Context: an optimization exercise on an open-source flow, tuned for small area and a short achievable clock period. The choices shown serve that exercise and are no tape-out recipe. Where RTL was checked, it was by simulation tests only, not by an equivalence proof against the original. The RTL of run 2 was laid out without a check of its function.

===== design/flow/constraint.sdc =====
create_clock -name core_clock -period 85.0 [get_ports {clk}]
set_input_delay 17.0000 -clock core_clock [delete_from_list [all_inputs] [get_ports {clk}]]
set_output_delay 17.0000 -clock core_clock [all_outputs]
set_load 0.01 [all_outputs]

===== design/flow/run.sh =====
#!/bin/bash
# synth_recipe.tcl (not shown) runs the flow's synth.tcl, then flattens the netlist and writes it again
# the make line also repeats each setting of config.mk as NAME=value (left out here)
make -C /OpenROAD-flow-scripts/flow DESIGN_CONFIG=/design/flow/config.mk WORK_HOME=/design/flow/orfs CLKGATE_MAP_FILE= SYNTH_SCRIPT=/design/flow/synth_recipe.tcl finish

===== design/flow/design.v =====
module ALU (clk, in_a, in_b, sum, carry_in, carry_out, opcode);
  input wire clk, carry_in;
  input wire [31:0] in_a;
  input wire [31:0] in_b;
  input wire [3:0] opcode;
  output reg [31:0] sum;
  output reg carry_out;
  wire [31:0] a = in_a;
  wire [31:0] b = in_b;
  wire [32:0] mul_r;
  wire [31:0] div_q;
  wire op_div = (opcode == 4'd4);
  wire [33:0] zb;
  assign zb[33] = 1'b1;
  assign zb[32] = 1'b1;
  assign zb[31] = zb[32] & ~b[31];
  assign zb[30] = zb[31] & ~b[30];
  assign zb[29] = zb[30] & ~b[29];
  assign zb[28] = zb[29] & ~b[28];
  assign zb[27] = zb[28] & ~b[27];
  assign zb[26] = zb[27] & ~b[26];
  assign zb[25] = zb[26] & ~b[25];
  assign zb[24] = zb[25] & ~b[24];
  assign zb[23] = zb[24] & ~b[23];
  assign zb[22] = zb[23] & ~b[22];
  assign zb[21] = zb[22] & ~b[21];
  assign zb[20] = zb[21] & ~b[20];
  assign zb[19] = zb[20] & ~b[19];
  assign zb[18] = zb[19] & ~b[18];
  assign zb[17] = zb[18] & ~b[17];
  assign zb[16] = zb[17] & ~b[16];
  assign zb[15] = zb[16] & ~b[15];
  assign zb[14] = zb[15] & ~b[14];
  assign zb[13] = zb[14] & ~b[13];
  assign zb[12] = zb[13] & ~b[12];
  assign zb[11] = zb[12] & ~b[11];
  assign zb[10] = zb[11] & ~b[10];
  assign zb[9] = zb[10] & ~b[9];
  assign zb[8] = zb[9] & ~b[8];
  assign zb[7] = zb[8] & ~b[7];
  assign zb[6] = zb[7] & ~b[6];
  assign zb[5] = zb[6] & ~b[5];
  assign zb[4] = zb[5] & ~b[4];
  assign zb[3] = zb[4] & ~b[3];
  assign zb[2] = zb[3] & ~b[2];
  assign zb[1] = zb[2] & ~b[1];
  assign zb[0] = zb[1] & ~b[0];
  wire [32:0] bx = {1'b0, b};
  wire [31:0] vv = op_div ? b : a;
  wire [33:0] v3 = {2'b00, vv} + {1'b0, vv, 1'b0};
  wire [33:0] o1 = {2'b00, vv} ^ {34{op_div}};
  wire [33:0] o3 = v3 ^ {34{op_div}};
  wire [2:0] ux0 = {1'b0, {a[31] & op_div, a[30] & op_div}};
  wire [4:0] us1_0 = {1'b0, ux0, 1'b1} + {1'b0, o1[2:0], op_div};
  wire [3:0] us2_0 = {1'b0, ux0[2:1], 1'b1} + {1'b0, o1[1:0], op_div};
  wire [4:0] us3_0 = {1'b0, ux0, 1'b1} + {1'b0, o3[2:0], op_div};
  wire en1_0 = op_div & zb[3];
  wire en2_0 = op_div & zb[2];
  wire en3_0 = op_div & zb[3] & ~bx[2] & ~v3[3];
  wire ms1_0 = ~op_div & (b[31] | b[30]);
  wire ms2_0 = ~op_div & b[31];
  wire ms3_0 = ~op_div & b[31] & b[30];
  wire ge1_0 = (us1_0[4] & en1_0) | ms1_0;
  wire ge2_0 = (us2_0[3] & en2_0) | ms2_0;
  wire ge3_0 = (us3_0[4] & en3_0) | ms3_0;
  assign div_q[31] = ge2_0;
  assign div_q[30] = ge3_0 | (ge1_0 & ~ge2_0);
  wire [2:0] ur0 = ge3_0 ? us3_0[3:1] : ge2_0 ? {us2_0[2:1], ux0[0]} : ge1_0 ? us1_0[3:1] : ux0;
  wire [4:0] ux1 = {ur0, {a[29] & op_div, a[28] & op_div}};
  wire [6:0] us1_1 = {1'b0, ux1, 1'b1} + {1'b0, o1[4:0], op_div};
  wire [5:0] us2_1 = {1'b0, ux1[4:1], 1'b1} + {1'b0, o1[3:0], op_div};
  wire [6:0] us3_1 = {1'b0, ux1, 1'b1} + {1'b0, o3[4:0], op_div};
  wire en1_1 = op_div & zb[5];
  wire en2_1 = op_div & zb[4];
  wire en3_1 = op_div & zb[5] & ~bx[4] & ~v3[5];
  wire ms1_1 = ~op_div & (b[29] | b[28]);
  wire ms2_1 = ~op_div & b[29];
  wire ms3_1 = ~op_div & b[29] & b[28];
  wire ge1_1 = (us1_1[6] & en1_1) | ms1_1;
  wire ge2_1 = (us2_1[5] & en2_1) | ms2_1;
  wire ge3_1 = (us3_1[6] & en3_1) | ms3_1;
  assign div_q[29] = ge2_1;
  assign div_q[28] = ge3_1 | (ge1_1 & ~ge2_1);
  wire [4:0] ur1 = ge3_1 ? us3_1[5:1] : ge2_1 ? {us2_1[4:1], ux1[0]} : ge1_1 ? us1_1[5:1] : ux1;
  wire [6:0] ux2 = {ur1, {a[27] & op_div, a[26] & op_div}};
  wire [8:0] us1_2 = {1'b0, ux2, 1'b1} + {1'b0, o1[6:0], op_div};
  wire [7:0] us2_2 = {1'b0, ux2[6:1], 1'b1} + {1'b0, o1[5:0], op_div};
  wire [8:0] us3_2 = {1'b0, ux2, 1'b1} + {1'b0, o3[6:0], op_div};
  wire en1_2 = op_div & zb[7];
  wire en2_2 = op_div & zb[6];
  wire en3_2 = op_div & zb[7] & ~bx[6] & ~v3[7];
  wire ms1_2 = ~op_div & (b[27] | b[26]);
  wire ms2_2 = ~op_div & b[27];
  wire ms3_2 = ~op_div & b[27] & b[26];
  wire ge1_2 = (us1_2[8] & en1_2) | ms1_2;
  wire ge2_2 = (us2_2[7] & en2_2) | ms2_2;
  wire ge3_2 = (us3_2[8] & en3_2) | ms3_2;
  assign div_q[27] = ge2_2;
  assign div_q[26] = ge3_2 | (ge1_2 & ~ge2_2);
  wire [6:0] ur2 = ge3_2 ? us3_2[7:1] : ge2_2 ? {us2_2[6:1], ux2[0]} : ge1_2 ? us1_2[7:1] : ux2;
  wire [8:0] ux3 = {ur2, {a[25] & op_div, a[24] & op_div}};
  wire [10:0] us1_3 = {1'b0, ux3, 1'b1} + {1'b0, o1[8:0], op_div};
  wire [9:0] us2_3 = {1'b0, ux3[8:1], 1'b1} + {1'b0, o1[7:0], op_div};
  wire [10:0] us3_3 = {1'b0, ux3, 1'b1} + {1'b0, o3[8:0], op_div};
  wire en1_3 = op_div & zb[9];
  wire en2_3 = op_div & zb[8];
  wire en3_3 = op_div & zb[9] & ~bx[8] & ~v3[9];
  wire ms1_3 = ~op_div & (b[25] | b[24]);
  wire ms2_3 = ~op_div & b[25];
  wire ms3_3 = ~op_div & b[25] & b[24];
  wire ge1_3 = (us1_3[10] & en1_3) | ms1_3;
  wire ge2_3 = (us2_3[9] & en2_3) | ms2_3;
  wire ge3_3 = (us3_3[10] & en3_3) | ms3_3;
  assign div_q[25] = ge2_3;
  assign div_q[24] = ge3_3 | (ge1_3 & ~ge2_3);
  wire [8:0] ur3 = ge3_3 ? us3_3[9:1] : ge2_3 ? {us2_3[8:1], ux3[0]} : ge1_3 ? us1_3[9:1] : ux3;
  wire [10:0] ux4 = {ur3, {a[23] & op_div, a[22] & op_div}};
  wire [12:0] us1_4 = {1'b0, ux4, 1'b1} + {1'b0, o1[10:0], op_div};
  wire [11:0] us2_4 = {1'b0, ux4[10:1], 1'b1} + {1'b0, o1[9:0], op_div};
  wire [12:0] us3_4 = {1'b0, ux4, 1'b1} + {1'b0, o3[10:0], op_div};
  wire en1_4 = op_div & zb[11];
  wire en2_4 = op_div & zb[10];
  wire en3_4 = op_div & zb[11] & ~bx[10] & ~v3[11];
  wire ms1_4 = ~op_div & (b[23] | b[22]);
  wire ms2_4 = ~op_div & b[23];
  wire ms3_4 = ~op_div & b[23] & b[22];
  wire ge1_4 = (us1_4[12] & en1_4) | ms1_4;
  wire ge2_4 = (us2_4[11] & en2_4) | ms2_4;
  wire ge3_4 = (us3_4[12] & en3_4) | ms3_4;
  assign div_q[23] = ge2_4;
  assign div_q[22] = ge3_4 | (ge1_4 & ~ge2_4);
  wire [10:0] ur4 = ge3_4 ? us3_4[11:1] : ge2_4 ? {us2_4[10:1], ux4[0]} : ge1_4 ? us1_4[11:1] : ux4;
  wire [12:0] ux5 = {ur4, {a[21] & op_div, a[20] & op_div}};
  wire [14:0] us1_5 = {1'b0, ux5, 1'b1} + {1'b0, o1[12:0], op_div};
  wire [13:0] us2_5 = {1'b0, ux5[12:1], 1'b1} + {1'b0, o1[11:0], op_div};
  wire [14:0] us3_5 = {1'b0, ux5, 1'b1} + {1'b0, o3[12:0], op_div};
  wire en1_5 = op_div & zb[13];
  wire en2_5 = op_div & zb[12];
  wire en3_5 = op_div & zb[13] & ~bx[12] & ~v3[13];
  wire ms1_5 = ~op_div & (b[21] | b[20]);
  wire ms2_5 = ~op_div & b[21];
  wire ms3_5 = ~op_div & b[21] & b[20];
  wire ge1_5 = (us1_5[14] & en1_5) | ms1_5;
  wire ge2_5 = (us2_5[13] & en2_5) | ms2_5;
  wire ge3_5 = (us3_5[14] & en3_5) | ms3_5;
  assign div_q[21] = ge2_5;
  assign div_q[20] = ge3_5 | (ge1_5 & ~ge2_5);
  wire [12:0] ur5 = ge3_5 ? us3_5[13:1] : ge2_5 ? {us2_5[12:1], ux5[0]} : ge1_5 ? us1_5[13:1] : ux5;
  wire [14:0] ux6 = {ur5, {a[19] & op_div, a[18] & op_div}};
  wire [16:0] us1_6 = {1'b0, ux6, 1'b1} + {1'b0, o1[14:0], op_div};
  wire [15:0] us2_6 = {1'b0, ux6[14:1], 1'b1} + {1'b0, o1[13:0], op_div};
  wire [16:0] us3_6 = {1'b0, ux6, 1'b1} + {1'b0, o3[14:0], op_div};
  wire en1_6 = op_div & zb[15];
  wire en2_6 = op_div & zb[14];
  wire en3_6 = op_div & zb[15] & ~bx[14] & ~v3[15];
  wire ms1_6 = ~op_div & (b[19] | b[18]);
  wire ms2_6 = ~op_div & b[19];
  wire ms3_6 = ~op_div & b[19] & b[18];
  wire ge1_6 = (us1_6[16] & en1_6) | ms1_6;
  wire ge2_6 = (us2_6[15] & en2_6) | ms2_6;
  wire ge3_6 = (us3_6[16] & en3_6) | ms3_6;
  assign div_q[19] = ge2_6;
  assign div_q[18] = ge3_6 | (ge1_6 & ~ge2_6);
  wire [14:0] ur6 = ge3_6 ? us3_6[15:1] : ge2_6 ? {us2_6[14:1], ux6[0]} : ge1_6 ? us1_6[15:1] : ux6;
  wire [16:0] ux7 = {ur6, {a[17] & op_div, a[16] & op_div}};
  wire [18:0] us1_7 = {1'b0, ux7, 1'b1} + {1'b0, o1[16:0], op_div};
  wire [17:0] us2_7 = {1'b0, ux7[16:1], 1'b1} + {1'b0, o1[15:0], op_div};
  wire [18:0] us3_7 = {1'b0, ux7, 1'b1} + {1'b0, o3[16:0], op_div};
  wire en1_7 = op_div & zb[17];
  wire en2_7 = op_div & zb[16];
  wire en3_7 = op_div & zb[17] & ~bx[16] & ~v3[17];
  wire ms1_7 = ~op_div & (b[17] | b[16]);
  wire ms2_7 = ~op_div & b[17];
  wire ms3_7 = ~op_div & b[17] & b[16];
  wire ge1_7 = (us1_7[18] & en1_7) | ms1_7;
  wire ge2_7 = (us2_7[17] & en2_7) | ms2_7;
  wire ge3_7 = (us3_7[18] & en3_7) | ms3_7;
  assign div_q[17] = ge2_7;
  assign div_q[16] = ge3_7 | (ge1_7 & ~ge2_7);
  wire [16:0] ur7 = ge3_7 ? us3_7[17:1] : ge2_7 ? {us2_7[16:1], ux7[0]} : ge1_7 ? us1_7[17:1] : ux7;
  wire [18:0] ux8 = {ur7, {a[15] & op_div, a[14] & op_div}};
  wire [20:0] us1_8 = {1'b0, ux8, 1'b1} + {1'b0, o1[18:0], op_div};
  wire [19:0] us2_8 = {1'b0, ux8[18:1], 1'b1} + {1'b0, o1[17:0], op_div};
  wire [20:0] us3_8 = {1'b0, ux8, 1'b1} + {1'b0, o3[18:0], op_div};
  wire en1_8 = op_div & zb[19];
  wire en2_8 = op_div & zb[18];
  wire en3_8 = op_div & zb[19] & ~bx[18] & ~v3[19];
  wire ms1_8 = ~op_div & (b[15] | b[14]);
  wire ms2_8 = ~op_div & b[15];
  wire ms3_8 = ~op_div & b[15] & b[14];
  wire ge1_8 = (us1_8[20] & en1_8) | ms1_8;
  wire ge2_8 = (us2_8[19] & en2_8) | ms2_8;
  wire ge3_8 = (us3_8[20] & en3_8) | ms3_8;
  assign div_q[15] = ge2_8;
  assign div_q[14] = ge3_8 | (ge1_8 & ~ge2_8);
  wire [18:0] ur8 = ge3_8 ? us3_8[19:1] : ge2_8 ? {us2_8[18:1], ux8[0]} : ge1_8 ? us1_8[19:1] : ux8;
  wire [20:0] ux9 = {ur8, {a[13] & op_div, a[12] & op_div}};
  wire [22:0] us1_9 = {1'b0, ux9, 1'b1} + {1'b0, o1[20:0], op_div};
  wire [21:0] us2_9 = {1'b0, ux9[20:1], 1'b1} + {1'b0, o1[19:0], op_div};
  wire [22:0] us3_9 = {1'b0, ux9, 1'b1} + {1'b0, o3[20:0], op_div};
  wire en1_9 = op_div & zb[21];
  wire en2_9 = op_div & zb[20];
  wire en3_9 = op_div & zb[21] & ~bx[20] & ~v3[21];
  wire ms1_9 = ~op_div & (b[13] | b[12]);
  wire ms2_9 = ~op_div & b[13];
  wire ms3_9 = ~op_div & b[13] & b[12];
  wire ge1_9 = (us1_9[22] & en1_9) | ms1_9;
  wire ge2_9 = (us2_9[21] & en2_9) | ms2_9;
  wire ge3_9 = (us3_9[22] & en3_9) | ms3_9;
  assign div_q[13] = ge2_9;
  assign div_q[12] = ge3_9 | (ge1_9 & ~ge2_9);
  wire [20:0] ur9 = ge3_9 ? us3_9[21:1] : ge2_9 ? {us2_9[20:1], ux9[0]} : ge1_9 ? us1_9[21:1] : ux9;
  wire [22:0] ux10 = {ur9, {a[11] & op_div, a[10] & op_div}};
  wire [24:0] us1_10 = {1'b0, ux10, 1'b1} + {1'b0, o1[22:0], op_div};
  wire [23:0] us2_10 = {1'b0, ux10[22:1], 1'b1} + {1'b0, o1[21:0], op_div};
  wire [24:0] us3_10 = {1'b0, ux10, 1'b1} + {1'b0, o3[22:0], op_div};
  wire en1_10 = op_div & zb[23];
  wire en2_10 = op_div & zb[22];
  wire en3_10 = op_div & zb[23] & ~bx[22] & ~v3[23];
  wire ms1_10 = ~op_div & (b[11] | b[10]);
  wire ms2_10 = ~op_div & b[11];
  wire ms3_10 = ~op_div & b[11] & b[10];
  wire ge1_10 = (us1_10[24] & en1_10) | ms1_10;
  wire ge2_10 = (us2_10[23] & en2_10) | ms2_10;
  wire ge3_10 = (us3_10[24] & en3_10) | ms3_10;
  assign div_q[11] = ge2_10;
  assign div_q[10] = ge3_10 | (ge1_10 & ~ge2_10);
  wire [22:0] ur10 = ge3_10 ? us3_10[23:1] : ge2_10 ? {us2_10[22:1], ux10[0]} : ge1_10 ? us1_10[23:1] : ux10;
  wire [24:0] ux11 = {ur10, {a[9] & op_div, a[8] & op_div}};
  wire [26:0] us1_11 = {1'b0, ux11, 1'b1} + {1'b0, o1[24:0], op_div};
  wire [25:0] us2_11 = {1'b0, ux11[24:1], 1'b1} + {1'b0, o1[23:0], op_div};
  wire [26:0] us3_11 = {1'b0, ux11, 1'b1} + {1'b0, o3[24:0], op_div};
  wire en1_11 = op_div & zb[25];
  wire en2_11 = op_div & zb[24];
  wire en3_11 = op_div & zb[25] & ~bx[24] & ~v3[25];
  wire ms1_11 = ~op_div & (b[9] | b[8]);
  wire ms2_11 = ~op_div & b[9];
  wire ms3_11 = ~op_div & b[9] & b[8];
  wire ge1_11 = (us1_11[26] & en1_11) | ms1_11;
  wire ge2_11 = (us2_11[25] & en2_11) | ms2_11;
  wire ge3_11 = (us3_11[26] & en3_11) | ms3_11;
  assign div_q[9] = ge2_11;
  assign div_q[8] = ge3_11 | (ge1_11 & ~ge2_11);
  wire [24:0] ur11 = ge3_11 ? us3_11[25:1] : ge2_11 ? {us2_11[24:1], ux11[0]} : ge1_11 ? us1_11[25:1] : ux11;
  wire [26:0] ux12 = {ur11, {a[7] & op_div, a[6] & op_div}};
  wire [28:0] us1_12 = {1'b0, ux12, 1'b1} + {1'b0, o1[26:0], op_div};
  wire [27:0] us2_12 = {1'b0, ux12[26:1], 1'b1} + {1'b0, o1[25:0], op_div};
  wire [28:0] us3_12 = {1'b0, ux12, 1'b1} + {1'b0, o3[26:0], op_div};
  wire en1_12 = op_div & zb[27];
  wire en2_12 = op_div & zb[26];
  wire en3_12 = op_div & zb[27] & ~bx[26] & ~v3[27];
  wire ms1_12 = ~op_div & (b[7] | b[6]);
  wire ms2_12 = ~op_div & b[7];
  wire ms3_12 = ~op_div & b[7] & b[6];
  wire ge1_12 = (us1_12[28] & en1_12) | ms1_12;
  wire ge2_12 = (us2_12[27] & en2_12) | ms2_12;
  wire ge3_12 = (us3_12[28] & en3_12) | ms3_12;
  assign div_q[7] = ge2_12;
  assign div_q[6] = ge3_12 | (ge1_12 & ~ge2_12);
  wire [26:0] ur12 = ge3_12 ? us3_12[27:1] : ge2_12 ? {us2_12[26:1], ux12[0]} : ge1_12 ? us1_12[27:1] : ux12;
  wire [28:0] ux13 = {ur12, {a[5] & op_div, a[4] & op_div}};
  wire [30:0] us1_13 = {1'b0, ux13, 1'b1} + {1'b0, o1[28:0], op_div};
  wire [29:0] us2_13 = {1'b0, ux13[28:1], 1'b1} + {1'b0, o1[27:0], op_div};
  wire [30:0] us3_13 = {1'b0, ux13, 1'b1} + {1'b0, o3[28:0], op_div};
  wire en1_13 = op_div & zb[29];
  wire en2_13 = op_div & zb[28];
  wire en3_13 = op_div & zb[29] & ~bx[28] & ~v3[29];
  wire ms1_13 = ~op_div & (b[5] | b[4]);
  wire ms2_13 = ~op_div & b[5];
  wire ms3_13 = ~op_div & b[5] & b[4];
  wire ge1_13 = (us1_13[30] & en1_13) | ms1_13;
  wire ge2_13 = (us2_13[29] & en2_13) | ms2_13;
  wire ge3_13 = (us3_13[30] & en3_13) | ms3_13;
  assign div_q[5] = ge2_13;
  assign div_q[4] = ge3_13 | (ge1_13 & ~ge2_13);
  wire [28:0] ur13 = ge3_13 ? us3_13[29:1] : ge2_13 ? {us2_13[28:1], ux13[0]} : ge1_13 ? us1_13[29:1] : ux13;
  wire [30:0] ux14 = {ur13, {a[3] & op_div, a[2] & op_div}};
  wire [32:0] us1_14 = {1'b0, ux14, 1'b1} + {1'b0, o1[30:0], op_div};
  wire [31:0] us2_14 = {1'b0, ux14[30:1], 1'b1} + {1'b0, o1[29:0], op_div};
  wire [32:0] us3_14 = {1'b0, ux14, 1'b1} + {1'b0, o3[30:0], op_div};
  wire en1_14 = op_div & zb[31];
  wire en2_14 = op_div & zb[30];
  wire en3_14 = op_div & zb[31] & ~bx[30] & ~v3[31];
  wire ms1_14 = ~op_div & (b[3] | b[2]);
  wire ms2_14 = ~op_div & b[3];
  wire ms3_14 = ~op_div & b[3] & b[2];
  wire ge1_14 = (us1_14[32] & en1_14) | ms1_14;
  wire ge2_14 = (us2_14[31] & en2_14) | ms2_14;
  wire ge3_14 = (us3_14[32] & en3_14) | ms3_14;
  assign div_q[3] = ge2_14;
  assign div_q[2] = ge3_14 | (ge1_14 & ~ge2_14);
  wire [30:0] ur14 = ge3_14 ? us3_14[31:1] : ge2_14 ? {us2_14[30:1], ux14[0]} : ge1_14 ? us1_14[31:1] : ux14;
  wire [32:0] ux15 = {ur14, {a[1] & op_div, a[0] & op_div}};
  wire [34:0] us1_15 = {1'b0, ux15, 1'b1} + {1'b0, o1[32:0], op_div};
  wire [33:0] us2_15 = {1'b0, ux15[32:1], 1'b1} + {1'b0, o1[31:0], op_div};
  wire [34:0] us3_15 = {1'b0, ux15, 1'b1} + {1'b0, o3[32:0], op_div};
  wire en1_15 = op_div & zb[33];
  wire en2_15 = op_div & zb[32];
  wire en3_15 = op_div & zb[33] & ~bx[32] & ~v3[33];
  wire ms1_15 = ~op_div & (b[1] | b[0]);
  wire ms2_15 = ~op_div & b[1];
  wire ms3_15 = ~op_div & b[1] & b[0];
  wire ge1_15 = (us1_15[34] & en1_15) | ms1_15;
  wire ge2_15 = (us2_15[33] & en2_15) | ms2_15;
  wire ge3_15 = (us3_15[34] & en3_15) | ms3_15;
  assign div_q[1] = ge2_15;
  assign div_q[0] = ge3_15 | (ge1_15 & ~ge2_15);
  wire [32:0] ur15 = ge3_15 ? us3_15[33:1] : ge2_15 ? {us2_15[32:1], ux15[0]} : ge1_15 ? us1_15[33:1] : ux15;
  assign mul_r = ur15;
  wire op_sub = (opcode == 4'd2);
  wire [32:0] as_r = {1'b0, a} + {1'b0, b ^ {32{op_sub}}} + {32'd0, op_sub | carry_in};
  wire as_c = as_r[32] ^ op_sub;
  wire op_shl = (opcode == 4'd6);
  wire [32:0] v;
  assign v[0] = op_shl ? 1'b0 : a[0];
  assign v[32] = op_shl ? a[0] : 1'b0;
  genvar gi;
  generate for (gi = 1; gi < 32; gi = gi + 1) begin : g_rev
    assign v[gi] = op_shl ? a[32-gi] : a[gi];
  end endgenerate
  wire big = (|b[31:6]) | (b[5] & (|b[4:0]));
  wire s32 = b[5] & ~(|b[4:0]) & ~(|b[31:6]);
  wire [32:0] sh0 = v >> b[4:0];
  wire [32:0] shr = big ? 33'd0 : s32 ? {32'd0, v[32]} : sh0;
  wire [32:0] shl;
  generate for (gi = 0; gi < 33; gi = gi + 1) begin : g_rev2
    assign shl[gi] = shr[32-gi];
  end endgenerate
  reg [3:0] tt;  
  always @(*) begin
    case (opcode)
      4'd7: tt = 4'b1110;
      4'd8: tt = 4'b1000;
      4'd9: tt = 4'b0111;
      4'd10: tt = 4'b0110;
      4'd11: tt = 4'b1001;
      4'd12: tt = 4'b0001;
      default: tt = 4'b0000;
    endcase
  end
  wire lg_c = (opcode == 4'd9) | (opcode == 4'd11) | (opcode == 4'd12);
  wire [31:0] lg;
  generate for (gi = 0; gi < 32; gi = gi + 1) begin : g_lg
    assign lg[gi] = tt[{a[gi], b[gi]}];
  end endgenerate
  wire [32:0] res;
  wire sel_as = (opcode == 4'd1) | (opcode == 4'd2);
  wire sel_mul = (opcode == 4'd3);
  wire sel_div = (opcode == 4'd4);
  wire sel_shr = (opcode == 4'd5);
  assign res = ({33{sel_as}} & {as_c, as_r[31:0]})
             | ({33{sel_mul}} & mul_r)
             | ({33{sel_div}} & {zb[0], div_q})
             | ({33{sel_shr}} & shr)
             | ({33{op_shl}} & shl)
             | {lg_c, lg};
  always @(posedge clk) {carry_out, sum} <= res;
endmodule

===== design/flow/config.mk =====
export PLATFORM = sky130hd
export DESIGN_NAME = ALU
export DESIGN_NICKNAME = ALU
export VERILOG_FILES = /design/flow/design.v
export SDC_FILE = /design/flow/constraint.sdc
export NUM_CORES = 4
export LEC_CHECK = 0
export ABC_AREA = 1
export CAP_MARGIN = 20
export CORE_MARGIN = 2
export CORE_UTILIZATION = 55
export SLEW_MARGIN = 20

==> run summary, run 1 <==
status=finished clean; CTS Buf Count=5; # DRC=0; placer congestion estimate=1.09; Post-Synthesis Cells=8881; Max Freq=13.8 MHz; Post-DP HPWL=193000 µm; Hold Path Class=input port to flip-flop; fin crit period=72260 ps; Worst Hold Launch=in_b[8]; antenna-violating nets left=0; global-route wire length before repair=355000 µm; mapped cell area=53300 µm²; Worst EP required=85050 ps; Final period util=0.850; gr busiest metal=met2; I/O Pins=103; Max FO, Critical Path=35; Sink Count=33; die area=99400 µm²; post-synth top area share=0.210; Ys Warns=1; Syn Area/Cell=6.00 µm²; RSZ-0062 raised after global routing=false; drt first pass iters=10; ys flop type=dfxtp_1; EDFF count, synth=0; area leader, netlist=ha_1; Final setup viols=0; Max stage delay on crit path=1040 ps; worst hold endpoint=sum[8]; initial antenna violation count=21; via count of the first global-routing pass=58600; share of flip-flops with an asynchronous set or reset=0; GRT Util Overall=0.465; drt initial violations=9079; Root Buffer Master=clkbuf_16; Die Width=315 µm; Seq cells post-synth=33; Final Instance Area=56200 µm²; Fin. Hold Viols=0; Crit-path slowest cell=nor2_1; PortBufs=102; CTS tree=done; Max-Slew Margin vs Limit=0.185; final net count=9865; grt met1 use=0.622; hold_buf cts=0; grt total ovfl=0; DR WL/cell=23.8 µm; share of post-route cells with drive strength above 1=0.0783; Layout area overhead=5.40%; buffer count from post-CTS setup fixing=0; DP Area=55900 µm²; CP Class=input port to flip-flop; cts repair resizes=0; Post-Route WL=243000 µm; Setup crit end kind=flip-flop; CP bufs+invs=35; maximum clock insertion buffer count=2; register area share after synthesis=0.0124; Netlist cell types=95; setup_tns=0 ps; Worst Tran Pin Value=1210 ps; syn_nets=9847; Critical Path Most Common Cell=nand2_1; GRT met2 Usage=0.674; Max Cap Violations=0; clock-pin slew on the worst setup and hold paths=60 ps; fin. max-slew vios=0; starting density of the core=0.553; met3 Track Usage GR=0.115; critical path's top delay family=compound AO/OA/AOI/OAI gates; H-tree Lvls=2; Critical Path AT=72300 ps; total number of vias=65400; largest net degree at the start of global routing=78; Synth area leaders=ha_1 (21%), nand2_1 (15%), a21oi_1 (10%); Fillers=9792; Via density=6.42; Worst setup SP type=input port; # rows=114; Worst path depth=311; CORE AREA=96300 µm²; WHS Path Cells=6; Die Y=315 µm
-- how the worst max path moves through the flow --
| stage | from | end | slack (ps) |
|---|---|---|---|
| 6_report | in_b[7] | sum[4] | 12740 |
| 5_1_grt | opcode[0] | sum[4] | 8480 |
| 4_1_cts | opcode[0] | sum[4] | 14510 |
| 3_5_place_dp | opcode[0] | sum[4] | 14480 |
| 3_3_place_gp | opcode[0] | sum[4] | 15790 |
| 2_1_floorplan | opcode[3] | sum[19] | 27440 |
-- cells in the final DEF (no fill, tap or decap), drive strengths merged, types with 102 or more instances in the layout --
cell type | netlist | final
xnor2 | 248 | 248
clkdlybuf4s50 | 0 | 102
nand2 | 2129 | 2129
nand3 | 589 | 589
ha | 893 | 893
a21oi | 1102 | 1102
o21ai | 759 | 759
xor2 | 413 | 413
buf | 104 | 108
nor2 | 517 | 517
or2 | 229 | 229
inv | 967 | 967
-- cell type report --
| type | instances | area, µm² | share of cell area |
|---|---|---|---|
| multi-input cells | 7677 | 48100 | 0.858 |
| clock buffers | 7 | 143 | 0.00254 |
| flip-flops and latches | 33 | 661 | 0.0118 |
| well taps | 1276 | 1600 | 0.0284 |
| repair buffers | 210 | 1880 | 0.0334 |
| clock inverters | 1 | 30.0 | 0.000535 |
| inverters | 972 | 3660 | 0.0652 |
| diodes | 12 | 30.0 | 0.000535 |
-- synth_stat cells, types with 24 or more instances --
cell type / instances
nor2_1: 466
nand2_2: 30
xnor2_1: 248
dfxtp_1: 33
a21o_1: 44
a221oi_1: 68
o21bai_1: 71
inv_2: 52
a21oi_1: 1086
ha_1: 893
nand2_1: 2092
a21boi_1: 24
a211oi_1: 83
nor2_4: 29
inv_1: 913
nand3_1: 579
clkbuf_1: 83
xor2_1: 413
or2_2: 223
o21ai_2: 73
a31oi_1: 66
o21ai_0: 514
nor3_1: 65
nand4_1: 71
o221ai_1: 27
o211ai_1: 52
o21ai_1: 168
buf_2: 45
buf_4: 24
-- kinds of logic after synthesis --
group | share of synthesized area
AO/OA/AOI/OAI | 0.276
XOR/XNOR | 0.109
adder cells (fa/ha/maj) | 0.211
buffers and inverters | 0.0909
flip-flops | 0.0124
multiplexers | 0.00169
AND/OR/NAND/NOR | 0.299
-- state kept, by name, summed over array words and instances, names as in the netlist --
register	cells
carry_out	1
sum	32
-- metrics by stage --
stage / worst slack (ps) / hold WS [ps] / util / cells
detailed placement: 14480 / 17730 / 0.581 / 10200
global placement: 15790 / 17740 / 0.581 / 10200
floorplan: 27440 / 17220 / - / 8881
CTS: 14510 / 17730 / 0.582 / 10200
global route: 8480 / 17800 / 0.583 / 10200
finish: 12740 / 17780 / 0.583 / 10200
-- layer usage --
layer / share of wire / wire length, µm
met1: 0.40 / 96800
met2: 0.39 / 95300
met3: 0.14 / 33600
met4: 0.069 / 16800
met5: 0.00069 / 167
==> run 2: changes to the inputs <==
--- a/design/flow/design.v
+++ b/design/flow/design.v
@@ -15,37 +15,185 @@
   assign zb[32] = 1'b1;
-  assign zb[31] = zb[32] & ~b[31];
-  assign zb[30] = zb[31] & ~b[30];
-  assign zb[29] = zb[30] & ~b[29];
-  assign zb[28] = zb[29] & ~b[28];
-  assign zb[27] = zb[28] & ~b[27];
-  assign zb[26] = zb[27] & ~b[26];
-  assign zb[25] = zb[26] & ~b[25];
-  assign zb[24] = zb[25] & ~b[24];
-  assign zb[23] = zb[24] & ~b[23];
-  assign zb[22] = zb[23] & ~b[22];
-  assign zb[21] = zb[22] & ~b[21];
-  assign zb[20] = zb[21] & ~b[20];
-  assign zb[19] = zb[20] & ~b[19];
-  assign zb[18] = zb[19] & ~b[18];
-  assign zb[17] = zb[18] & ~b[17];
-  assign zb[16] = zb[17] & ~b[16];
-  assign zb[15] = zb[16] & ~b[15];
-  assign zb[14] = zb[15] & ~b[14];
-  assign zb[13] = zb[14] & ~b[13];
-  assign zb[12] = zb[13] & ~b[12];
-  assign zb[11] = zb[12] & ~b[11];
-  assign zb[10] = zb[11] & ~b[10];
-  assign zb[9] = zb[10] & ~b[9];
-  assign zb[8] = zb[9] & ~b[8];
-  assign zb[7] = zb[8] & ~b[7];
-  assign zb[6] = zb[7] & ~b[6];
-  assign zb[5] = zb[6] & ~b[5];
-  assign zb[4] = zb[5] & ~b[4];
-  assign zb[3] = zb[4] & ~b[3];
-  assign zb[2] = zb[3] & ~b[2];
-  assign zb[1] = zb[2] & ~b[1];
-  assign zb[0] = zb[1] & ~b[0];
+  wire zo0_1 = b[30] | b[31];
+  wire zo0_3 = b[28] | b[29];
+  wire zo0_5 = b[26] | b[27];
+  wire zo0_7 = b[24] | b[25];
+  wire zo0_9 = b[22] | b[23];
+  wire zo0_11 = b[20] | b[21];
+  wire zo0_13 = b[18] | b[19];
+  wire zo0_15 = b[16] | b[17];
+  wire zo0_17 = b[14] | b[15];
+  wire zo0_19 = b[12] | b[13];
+  wire zo0_21 = b[10] | b[11];
+  wire zo0_23 = b[8] | b[9];
+  wire zo0_25 = b[6] | b[7];
+  wire zo0_27 = b[4] | b[5];
+  wire zo0_29 = b[2] | b[3];
+  wire zo0_31 = b[0] | b[1];
+  wire zo1_2 = b[29] | zo0_1;
+  wire zo1_3 = zo0_3 | zo0_1;
+  wire zo1_6 = b[25] | zo0_5;
+  wire zo1_7 = zo0_7 | zo0_5;
+  wire zo1_10 = b[21] | zo0_9;
+  wire zo1_11 = zo0_11 | zo0_9;
+  wire zo1_14 = b[17] | zo0_13;
+  wire zo1_15 = zo0_15 | zo0_13;
+  wire zo1_18 = b[13] | zo0_17;
+  wire zo1_19 = zo0_19 | zo0_17;
+  wire zo1_22 = b[9] | zo0_21;
+  wire zo1_23 = zo0_23 | zo0_21;
+  wire zo1_26 = b[5] | zo0_25;
+  wire zo1_27 = zo0_27 | zo0_25;
+  wire zo1_30 = b[1] | zo0_29;
+  wire zo1_31 = zo0_31 | zo0_29;
+  wire zo2_4 = b[27] | zo1_3;
+  wire zo2_5 = zo0_5 | zo1_3;
+  wire zo2_6 = zo1_6 | zo1_3;
+  wire zo2_7 = zo1_7 | zo1_3;
+  wire zo2_12 = b[19] | zo1_11;
+  wire zo2_13 = zo0_13 | zo1_11;
+  wire zo2_14 = zo1_14 | zo1_11;
+  wire zo2_15 = zo1_15 | zo1_11;
+  wire zo2_20 = b[11] | zo1_19;
+  wire zo2_21 = zo0_21 | zo1_19;
+  wire zo2_22 = zo1_22 | zo1_19;
+  wire zo2_23 = zo1_23 | zo1_19;
+  wire zo2_28 = b[3] | zo1_27;
+  wire zo2_29 = zo0_29 | zo1_27;
+  wire zo2_30 = zo1_30 | zo1_27;
+  wire zo2_31 = zo1_31 | zo1_27;
+  wire zo3_8 = b[23] | zo2_7;
+  wire zo3_9 = zo0_9 | zo2_7;
+  wire zo3_10 = zo1_10 | zo2_7;
+  wire zo3_11 = zo1_11 | zo2_7;
+  wire zo3_12 = zo2_12 | zo2_7;
+  wire zo3_13 = zo2_13 | zo2_7;
+  wire zo3_14 = zo2_14 | zo2_7;
+  wire zo3_15 = zo2_15 | zo2_7;
+  wire zo3_24 = b[7] | zo2_23;
+  wire zo3_25 = zo0_25 | zo2_23;
+  wire zo3_26 = zo1_26 | zo2_23;
+  wire zo3_27 = zo1_27 | zo2_23;
+  wire zo3_28 = zo2_28 | zo2_23;
+  wire zo3_29 = zo2_29 | zo2_23;
+  wire zo3_30 = zo2_30 | zo2_23;
+  wire zo3_31 = zo2_31 | zo2_23;
+  wire zo4_16 = b[15] | zo3_15;
+  wire zo4_17 = zo0_17 | zo3_15;
+  wire zo4_18 = zo1_18 | zo3_15;
+  wire zo4_19 = zo1_19 | zo3_15;
+  wire zo4_20 = zo2_20 | zo3_15;
+  wire zo4_21 = zo2_21 | zo3_15;
+  wire zo4_22 = zo2_22 | zo3_15;
+  wire zo4_23 = zo2_23 | zo3_15;
+  wire zo4_24 = zo3_24 | zo3_15;
+  wire zo4_25 = zo3_25 | zo3_15;
+  wire zo4_26 = zo3_26 | zo3_15;
+  wire zo4_27 = zo3_27 | zo3_15;
+  wire zo4_28 = zo3_28 | zo3_15;
+  wire zo4_29 = zo3_29 | zo3_15;
+  wire zo4_30 = zo3_30 | zo3_15;
+  wire zo4_31 = zo3_31 | zo3_15;
+  assign zb[31] = ~b[31];
+  assign zb[30] = ~zo0_1;
+  assign zb[29] = ~zo1_2;
+  assign zb[28] = ~zo1_3;
+  assign zb[27] = ~zo2_4;
+  assign zb[26] = ~zo2_5;
+  assign zb[25] = ~zo2_6;
+  assign zb[24] = ~zo2_7;
+  assign zb[23] = ~zo3_8;
+  assign zb[22] = ~zo3_9;
+  assign zb[21] = ~zo3_10;
+  assign zb[20] = ~zo3_11;
+  assign zb[19] = ~zo3_12;
+  assign zb[18] = ~zo3_13;
+  assign zb[17] = ~zo3_14;
+  assign zb[16] = ~zo3_15;
+  assign zb[15] = ~zo4_16;
+  assign zb[14] = ~zo4_17;
+  assign zb[13] = ~zo4_18;
+  assign zb[12] = ~zo4_19;
+  assign zb[11] = ~zo4_20;
+  assign zb[10] = ~zo4_21;
+  assign zb[9] = ~zo4_22;
+  assign zb[8] = ~zo4_23;
+  assign zb[7] = ~zo4_24;
+  assign zb[6] = ~zo4_25;
+  assign zb[5] = ~zo4_26;
+  assign zb[4] = ~zo4_27;
+  assign zb[3] = ~zo4_28;
+  assign zb[2] = ~zo4_29;
+  assign zb[1] = ~zo4_30;
+  assign zb[0] = ~zo4_31;
   wire [32:0] bx = {1'b0, b};
   wire [31:0] vv = op_div ? b : a;
-  wire [33:0] v3 = {2'b00, vv} + {1'b0, vv, 1'b0};
+  wire [33:0] v3;
+  wire [33:0] v3c;
+  assign v3[0] = vv[0];
+  assign v3c[1] = 1'b0;
+  assign v3[1] = vv[1] ^ vv[0] ^ v3c[1];
+  assign v3c[2] = (vv[1] & vv[0]) | (vv[1] & v3c[1]) | (vv[0] & v3c[1]);
+  assign v3[2] = vv[2] ^ vv[1] ^ v3c[2];
+  assign v3c[3] = (vv[2] & vv[1]) | (vv[2] & v3c[2]) | (vv[1] & v3c[2]);
+  assign v3[3] = vv[3] ^ vv[2] ^ v3c[3];
+  assign v3c[4] = (vv[3] & vv[2]) | (vv[3] & v3c[3]) | (vv[2] & v3c[3]);
+  assign v3[4] = vv[4] ^ vv[3] ^ v3c[4];
+  assign v3c[5] = (vv[4] & vv[3]) | (vv[4] & v3c[4]) | (vv[3] & v3c[4]);
+  assign v3[5] = vv[5] ^ vv[4] ^ v3c[5];
+  assign v3c[6] = (vv[5] & vv[4]) | (vv[5] & v3c[5]) | (vv[4] & v3c[5]);
+  assign v3[6] = vv[6] ^ vv[5] ^ v3c[6];
+  assign v3c[7] = (vv[6] & vv[5]) | (vv[6] & v3c[6]) | (vv[5] & v3c[6]);
+  assign v3[7] = vv[7] ^ vv[6] ^ v3c[7];
+  assign v3c[8] = (vv[7] & vv[6]) | (vv[7] & v3c[7]) | (vv[6] & v3c[7]);
+  assign v3[8] = vv[8] ^ vv[7] ^ v3c[8];
+  assign v3c[9] = (vv[8] & vv[7]) | (vv[8] & v3c[8]) | (vv[7] & v3c[8]);
+  assign v3[9] = vv[9] ^ vv[8] ^ v3c[9];
+  assign v3c[10] = (vv[9] & vv[8]) | (vv[9] & v3c[9]) | (vv[8] & v3c[9]);
+  assign v3[10] = vv[10] ^ vv[9] ^ v3c[10];
+  assign v3c[11] = (vv[10] & vv[9]) | (vv[10] & v3c[10]) | (vv[9] & v3c[10]);
+  assign v3[11] = vv[11] ^ vv[10] ^ v3c[11];
+  assign v3c[12] = (vv[11] & vv[10]) | (vv[11] & v3c[11]) | (vv[10] & v3c[11]);
+  assign v3[12] = vv[12] ^ vv[11] ^ v3c[12];
+  assign v3c[13] = (vv[12] & vv[11]) | (vv[12] & v3c[12]) | (vv[11] & v3c[12]);
+  assign v3[13] = vv[13] ^ vv[12] ^ v3c[13];
+  assign v3c[14] = (vv[13] & vv[12]) | (vv[13] & v3c[13]) | (vv[12] & v3c[13]);
+  assign v3[14] = vv[14] ^ vv[13] ^ v3c[14];
+  assign v3c[15] = (vv[14] & vv[13]) | (vv[14] & v3c[14]) | (vv[13] & v3c[14]);
+  assign v3[15] = vv[15] ^ vv[14] ^ v3c[15];
+  assign v3c[16] = (vv[15] & vv[14]) | (vv[15] & v3c[15]) | (vv[14] & v3c[15]);
+  assign v3[16] = vv[16] ^ vv[15] ^ v3c[16];
+  assign v3c[17] = (vv[16] & vv[15]) | (vv[16] & v3c[16]) | (vv[15] & v3c[16]);
+  assign v3[17] = vv[17] ^ vv[16] ^ v3c[17];
+  assign v3c[18] = (vv[17] & vv[16]) | (vv[17] & v3c[17]) | (vv[16] & v3c[17]);
+  assign v3[18] = vv[18] ^ vv[17] ^ v3c[18];
+  assign v3c[19] = (vv[18] & vv[17]) | (vv[18] & v3c[18]) | (vv[17] & v3c[18]);
+  assign v3[19] = vv[19] ^ vv[18] ^ v3c[19];
+  assign v3c[20] = (vv[19] & vv[18]) | (vv[19] & v3c[19]) | (vv[18] & v3c[19]);
+  assign v3[20] = vv[20] ^ vv[19] ^ v3c[20];
+  assign v3c[21] = (vv[20] & vv[19]) | (vv[20] & v3c[20]) | (vv[19] & v3c[20]);
+  assign v3[21] = vv[21] ^ vv[20] ^ v3c[21];
+  assign v3c[22] = (vv[21] & vv[20]) | (vv[21] & v3c[21]) | (vv[20] & v3c[21]);
+  assign v3[22] = vv[22] ^ vv[21] ^ v3c[22];
+  assign v3c[23] = (vv[22] & vv[21]) | (vv[22] & v3c[22]) | (vv[21] & v3c[22]);
+  assign v3[23] = vv[23] ^ vv[22] ^ v3c[23];
+  assign v3c[24] = (vv[23] & vv[22]) | (vv[23] & v3c[23]) | (vv[22] & v3c[23]);
+  assign v3[24] = vv[24] ^ vv[23] ^ v3c[24];
+  assign v3c[25] = (vv[24] & vv[23]) | (vv[24] & v3c[24]) | (vv[23] & v3c[24]);
+  assign v3[25] = vv[25] ^ vv[24] ^ v3c[25];
+  assign v3c[26] = (vv[25] & vv[24]) | (vv[25] & v3c[25]) | (vv[24] & v3c[25]);
+  assign v3[26] = vv[26] ^ vv[25] ^ v3c[26];
+  assign v3c[27] = (vv[26] & vv[25]) | (vv[26] & v3c[26]) | (vv[25] & v3c[26]);
+  assign v3[27] = vv[27] ^ vv[26] ^ v3c[27];
+  assign v3c[28] = (vv[27] & vv[26]) | (vv[27] & v3c[27]) | (vv[26] & v3c[27]);
+  assign v3[28] = vv[28] ^ vv[27] ^ v3c[28];
+  assign v3c[29] = (vv[28] & vv[27]) | (vv[28] & v3c[28]) | (vv[27] & v3c[28]);
+  assign v3[29] = vv[29] ^ vv[28] ^ v3c[29];
+  assign v3c[30] = (vv[29] & vv[28]) | (vv[29] & v3c[29]) | (vv[28] & v3c[29]);
+  assign v3[30] = vv[30] ^ vv[29] ^ v3c[30];
+  assign v3c[31] = (vv[30] & vv[29]) | (vv[30] & v3c[30]) | (vv[29] & v3c[30]);
+  assign v3[31] = vv[31] ^ vv[30] ^ v3c[31];
+  assign v3c[32] = (vv[31] & vv[30]) | (vv[31] & v3c[31]) | (vv[30] & v3c[31]);
+  assign v3[32] = 1'b0 ^ vv[31] ^ v3c[32];
+  assign v3c[33] = (1'b0 & vv[31]) | (1'b0 & v3c[32]) | (vv[31] & v3c[32]);
+  assign v3[33] = 1'b0 ^ 1'b0 ^ v3c[33];
   wire [33:0] o1 = {2'b00, vv} ^ {34{op_div}};
==> design/flow/flow/run.sh (new file) <==
#!/bin/bash
set -euo pipefail
MARGIN=20
bash standard.sh SETUP_SLACK_MARGIN=$MARGIN finish > standard_flow.log 2>&1
==> design/flow/standard.sh (new file) <==
#!/bin/bash
# synth_recipe.tcl (not shown) runs the flow's synth.tcl, then flattens the netlist and writes it again
# the make line also repeats each setting of config.mk as NAME=value (left out here)
make -C /OpenROAD-flow-scripts/flow DESIGN_CONFIG=/design/flow/config.mk WORK_HOME=/design/flow/orfs CLKGATE_MAP_FILE= SYNTH_SCRIPT=/design/flow/synth_recipe.tcl "${@:-finish}"
removed: design/flow/run.sh
==> run summary, run 2 <==
status=finished clean; Max FO, Critical Path=23 (-34%); CP Class=input port to flip-flop; Setup crit end kind=flip-flop; Syn Area/Cell=6.03 µm² (+0.45%); dpl ws=12130 ps (-2360 ps); Seq cells post-synth=33 (unchanged); final worst slack=22560 ps (+9820 ps); Max stage delay on crit path=610 ps (-430 ps); starting density of the core=0.552 (-0.000852); mapped cell area=52300 µm² (-1.9%); global-route wire length before repair=351000 µm (-1.0%); most common cell after layout, fill and taps aside=nand2_1; register area share after synthesis=0.0126 (+0.000241); Netlist cell types=88 (-7.4%); drt first pass iters=9 (-1); H-tree Lvls=2 (unchanged); CTS tree=done; Sink Count=33 (unchanged); clock-pin slew on the worst setup and hold paths=70 ps (about the same); Worst setup SP type=input port; total number of vias=64900 (-0.73%); Util after Layout=0.616 (+0.0333); most frequent cells in the layout=nand2_1 (2015), a21oi_1 (996), inv_1 (851); Die Width=312 µm (-0.95%); maximum clock insertion buffer count=2 (unchanged); GRT Util Overall=0.467 (+0.00159); die area=97500 µm² (-1.9%); largest net degree at the start of global routing=76 (-2.6%); CTS Buf Count=5 (unchanged); Ys Warns=1 (unchanged); setup_tns=0 ps (unchanged); Final period util=0.735 (-0.115); Via density=6.40 (-0.34%); CP bufs+invs=37 (+5.7%); via count of the first global-routing pass=57000 (-2.8%); Largest register FFs=32 (unchanged); Layout area overhead=11.6%; final net count=9834 (-0.31%); Max-Slew Margin vs Limit=0.0734 (-0.111); placed insts=9944 (-2.2%); CORE AREA=94600 µm² (-1.8%); Max Cap Violations=0 (unchanged); critical path's top delay family=compound AO/OA/AOI/OAI gates; Post-Route WL=246000 µm (+1.2%); Max Freq=16.0 MHz (+16%); placer congestion estimate=1.04 (-4.5%); initial antenna violation count=10 (-52%); count leader, synth=nand2_1; grt total ovfl=0 (unchanged); Critical Path Most Common Cell=nand2_1; Hold Path Class=input port to flip-flop; fin. max-slew vios=0 (unchanged); hold_buf cts=0 (unchanged); Final setup viols=0 (unchanged); antenna-violating nets left=0 (unchanged); EDFF count, synth=0 (unchanged); Post-DP HPWL=189000 µm (-2.4%); Fin. Hold Viols=0 (unchanged); PortBufs=102 (unchanged); Critical Path AT=62590 ps (-9710 ps); RSZ-0062 raised after global routing=false; Crit-path slowest cell=clkdlybuf4s50_1; Fillers=9278 (-5.2%); Die Y=312 µm (-0.95%); Synth area leaders=ha_1 (21%), nand2_1 (15%), a21oi_1 (9.9%); Root Buffer Master=clkbuf_16; Post-Synthesis Cells=8672 (-2.4%); final non-filler cell total=10100 (-0.38%); ys flop type=dfxtp_1; # rows=113 (-0.88%); fin crit period=62440 ps (-9820 ps); syn_nets=9633 (-2.2%); synth cell count leaders=nand2_1 (2062), a21oi_1 (1037), inv_1 (878); post-synth top area share=0.206 (-0.00358); Worst EP required=85150 ps (+100 ps); Worst Tran Pin Value=1390 ps (+175 ps); I/O Pins=103 (unchanged); drt initial violations=8753 (-3.6%); share of post-route cells with drive strength above 1=0.125 (+0.0468); DR WL/cell=24.2 µm (+1.6%); area leader, netlist=ha_1; # DRC=0 (unchanged); share of flip-flops with an asynchronous set or reset=0 (unchanged)
-- run 2: cell types whose count changed after synthesis, moves of 30 or more --
cell and delta:
nand3_1 -41, ha_1 -32, o21ai_0 -33, o21ai_1 +30, nand2_1 -30, inv_1 -35, a21oi_1 -49
-- run 2: timing repair --
item,4_1_cts,5_1_grt
setup buffers,37,134
pin swaps,16,72
endpoints found under the hold margin,0,0
endpoints found under the setup margin,33,33
gates cloned,7,9
resized for setup,111,359
-- run 2: cells by family (layout without fill, tap and decap cells) --
family / after synthesis / in the layout / share of synthesized area
fa+ha+maj: 891 / 891 / 0.218
xor+xnor: 647 / 647 / 0.108
buf+inv: 1125 / 1319 / 0.0906
flops: 33 / 33 / 0.0126
mux: 5 / 5 / 0.000958
compound gates: 2406 / 2409 / 0.271
other cells: 0 / 10 / 0
simple gates: 3565 / 3570 / 0.299
-- run 2: cell type report --
class / count / area, µm² / share of cell area
sequential: 33 / 661 / 0.0113
inverter: 936 / 3650 / 0.0626
tap: 1265 / 1580 / 0.0271
clock buffer: 6 / 129 / 0.00221
timing repair inverter: 3 / 17.5 / 0.000300
timing repair buffer: 372 / 3360 / 0.0576
multi-input combinational: 7522 / 48900 / 0.838
antenna: 10 / 25.0 / 0.000429
clock inverter: 2 / 10.0 / 0.000172
-- run 2: metal layers --
layer  global-route usage  vias to the layer above  part of all wire
met4                0.232                        6             0.064
met5             0.000484                        -           0.00018
met1                0.650                    29600              0.41
li1                     -                    30300                 -
met2                0.659                     4276              0.38
met3                0.118                      727              0.15
-- run 2: per-stage QoR --
stage	hold slack [ps]	instance area, µm²
after floorplan	17230	52300
after global placement	17740	54700
after detailed placement	17740	54700
after CTS	17730	55600
after global routing	17440	58300
final	17410	58300
-- run 2: final timing paths --
kind                   from      to  slack, ps  cells after the start
setup / recovery   in_b[21]  sum[2]      22560                    313
hold / removal    opcode[2]  sum[6]      17410                      6

-- port drivers added, routing unchanged --
How much do the figures lean on ideal ports? The routed layouts below were timed once more, with nothing changed but the port constraints.
Step 1 sets driving cells, clkbuf_16 on the clock port and buf_2 on the other inputs (assumed; they add their load-dependent delay and slew).
Step 2 moves the port delays by t, midway between the first and last clock arrival at a register: inputs arrive t later, outputs are due t later. That takes back most of the time a late clock gives input paths.
a / b / c = ideal ports / drivers / drivers and shift; a / b = the first two.
run	t, ns	setup slack, ns	hold WS [ns]	clock arrival spread, ns	cell pins on the clock port's net
run 1	0.324	12.743 / 12.756 / 12.432	17.775 / 17.779 / 17.745	0.014 / 0.014	1
run 2	0.338	22.560 / 22.526 / 22.188	17.411 / 17.394 / 17.732	0.020 / 0.020	1
After both steps setup and hold are still met in every run listed. For run 2, which loses most, drivers alone change the setup slack by -0.034 ns; drivers and shift together by -0.372 ns.
